Source: an optimization exercise on an open RTL-to-GDS flow (aim: small area and a short achievable clock period). Production flows keep margins and buffers that such runs may drop. In this exercise RTL edits were held to simulation tests only and were not proved equivalent to the original. No driver is modelled on the clock port, so clocking that relies on it looks cheaper here than on a real chip.

Design cordic, start of the top module:
module cordic #(
    parameter data_width = 16,
    parameter iterations = 15
    )(
    input clk,
    input reset_n,
    input logic signed [data_width-1:0] angle,
    input logic signed [data_width-1:0] x_i,
    input logic signed [data_width-1:0] y_i,
    output logic signed [data_width-1:0] cos,
    output logic signed [data_width-1:0] sin,
    input valid_in,
    output logic valid_out
    );
    logic [14:0] vp;
    always_ff @(posedge clk or negedge reset_n)
        if (!reset_n) vp <= '0;
        else vp <= {vp[13:0], valid_in};
    assign valid_out = vp[14];
    logic [15:0] s0, d0, e0, n0;
    assign s0 = x_i + y_i;
    assign d0 = x_i - y_i;
    assign e0 = y_i - x_i;
    assign n0 = ~x_i + ~y_i + 16'd2;
    logic [14:0] zop, zc;
    always_comb case (angle[15:14])
        2'b00: begin zop = angle[14:0]; zc = -15'sd12867; end
        2'b01: begin zop = {1'b0, angle[13:0]}; zc = -15'sd12867; end
        2'b10: begin zop = {1'b1, angle[13:0]}; zc = 15'sd12867; end
        default: begin zop = ~angle[14:0]; zc = -15'sd12866; end
    endcase
    logic [15:0] x1n, y1n;
    always_comb case (angle[15:14])
        2'b00: begin x1n = d0; y1n = s0; end
        2'b11: begin x1n = s0; y1n = e0; end
        default: begin x1n = n0; y1n = d0; end
    endcase
    logic [14:0] z1n;
    assign z1n = zop + zc;
  ...
Settings: LEC_CHECK=0, ABC_AREA=1, CAP_MARGIN=20, CORE_MARGIN=2, CORE_UTILIZATION=40, CTS_BUF_LIST=sky130_fd_sc_hd__clkbuf_4, CTS_CLUSTER_SIZE=20, SETUP_SLACK_MARGIN=1.8, SLEW_MARGIN=20; clock period 4.0 ns.
standard.sh (not shown) runs the stock make flow with config.mk's settings and CLKGATE_MAP_FILE= SYNTH_SCRIPT=/design/flow/synth_recipe.tcl, a recipe that flattens the netlist after the stock synthesis.
==> flow/flow/run.sh <==
#!/bin/bash
# Standard ORFS layout, except that synthesis does not extract full/half adder cells
# (ADDER_MAP_FILE empty), so ABC maps all arithmetic to plain gates.
set -euo pipefail
bash standard.sh ADDER_MAP_FILE= finish > make_finish.log 2>&1
The first run completed without violations.
==> next run, changes <==
==> flow/flow/run.sh (replaced) <==
#!/bin/bash
# Standard ORFS layout with three changes: synthesis does not extract full/half adder cells
# (ADDER_MAP_FILE empty), so ABC maps all arithmetic to plain gates; every port still gets
# its own buffer, but a sky130_fd_sc_hd__buf_2 rather than the delay cell the default picks;
# and clock tree synthesis inserts no dummy loads and uses the settings in flow/cts_args.
set -euo pipefail
CTS_EXTRA=$(cat flow/cts_args)
bash standard.sh ADDER_MAP_FILE= \
  "BUFFER_PORTS_ARGS=-buffer_cell sky130_fd_sc_hd__buf_2" \
  "CTS_ARGS=-sink_clustering_enable -repair_clock_nets -dont_use_dummy_load $CTS_EXTRA" \
  finish > make_finish.log 2>&1
==> flow/flow/cts_args (new file) <==
-buf_list sky130_fd_sc_hd__clkbuf_8
- CTS_BUF_LIST: sky130_fd_sc_hd__clkbuf_4 -> default
- CTS_CLUSTER_SIZE: 20 -> default
The new run finished clean.
Worst hold slack improved by 0.054 ns.
Cell area came out lower by 3.3%.
Sequential share of layout area came out higher by 0.94 points.
Synthesized area stays the same.
Maximum frequency came out higher by 12%.
Clock-buffer cell count came out lower by 124.
Cell count came out lower by 2.7%.
Core utilization came out lower by 1.5 points.
Global-route usage came out lower by 0.59 points.
Register-to-register slack improved by 0.07 ns.
==> next run, changes <==
==> flow/flow/run.sh (replaced) <==
#!/bin/bash
# Standard ORFS layout with three changes: synthesis does not extract full/half adder cells
# (ADDER_MAP_FILE empty), so ABC maps all arithmetic to plain gates; every port still gets
# its own buffer, but a sky130_fd_sc_hd__buf_2 rather than the delay cell the default picks;
# and clock tree synthesis inserts no dummy loads.
set -euo pipefail
bash standard.sh ADDER_MAP_FILE= \
  "BUFFER_PORTS_ARGS=-buffer_cell sky130_fd_sc_hd__buf_2" \
  "CTS_ARGS=-sink_clustering_enable -repair_clock_nets -dont_use_dummy_load" \
  finish > make_finish.log 2>&1
- CORE_UTILIZATION: 40 -> 55
- SETUP_SLACK_MARGIN: 1.8 -> 1.7
removed: flow/flow/cts_args
The changed run ran to the end with no violations.
Core utilization rises by 16 points.
Area after synthesis is unchanged.
Hold slack got worse by 0.11 ns.
Sequential cell count is unchanged.
Fmax falls by 4.2%.
Worst setup slack gets worse by 0.092 ns.
Cell count goes down by 5.9%.
==> next run, changes <==
==> flow/flow/run.sh (replaced) <==
#!/bin/bash
# Standard ORFS layout with three changes: synthesis does not extract full/half adder cells
# (ADDER_MAP_FILE empty), so ABC maps all arithmetic to plain gates; every port still gets
# its own buffer, but a sky130_fd_sc_hd__buf_2 rather than the delay cell the default picks;
# and clock tree synthesis inserts no dummy loads and uses the settings in flow/cts_args.
set -euo pipefail
CTS_EXTRA=$(cat flow/cts_args)
bash standard.sh ADDER_MAP_FILE= \
  "BUFFER_PORTS_ARGS=-buffer_cell sky130_fd_sc_hd__buf_2" \
  "CTS_ARGS=-sink_clustering_enable -repair_clock_nets -dont_use_dummy_load $CTS_EXTRA" \
  finish > make_finish.log 2>&1
==> flow/flow/cts_args (new file) <==
-sink_clustering_size 30 -sink_clustering_max_diameter 120
- CORE_UTILIZATION: 55 -> 40
- SETUP_SLACK_MARGIN: 1.7 -> 1.8
What happened: Non-clock buffer count climbs by 27; core utilization shrinks by 16 points; routed wire length falls by 0.72%; worst setup slack improved by 0.068 ns; hold slack got worse by 0.040 ns; sequential cell count is unchanged.

## what the ideal ports hide
In the flow no input, the clock included, has a driving cell. The finished layouts below were timed again as built, in two steps.
Step 1 assumes that a clkbuf_16 drives the clock port and a buf_2 every other input.
Step 2 also shifts input and output timing later by t, the mid clock arrival at the registers, as if the neighbouring blocks saw the same clock.
a / b / c = no drivers / after step 1 / after step 2; a / b = the first two.
run	t (ns)	setup slack, ns	worst register clock-pin slew, ns
the first run	1.085	1.668 / 1.604 / 0.856	0.08 / 0.08
the second run	0.746	1.922 / 1.924 / 1.209	0.06 / 0.06
the third run	0.643	1.830 / 1.830 / 1.242	0.06 / 0.06
the fourth run	0.651	1.898 / 1.898 / 1.285	0.12 / 0.12
After both steps setup and hold are still met in every run listed. For the first run, which loses most, drivers alone change the setup slack by -0.064 ns; drivers and shift together by -0.812 ns.
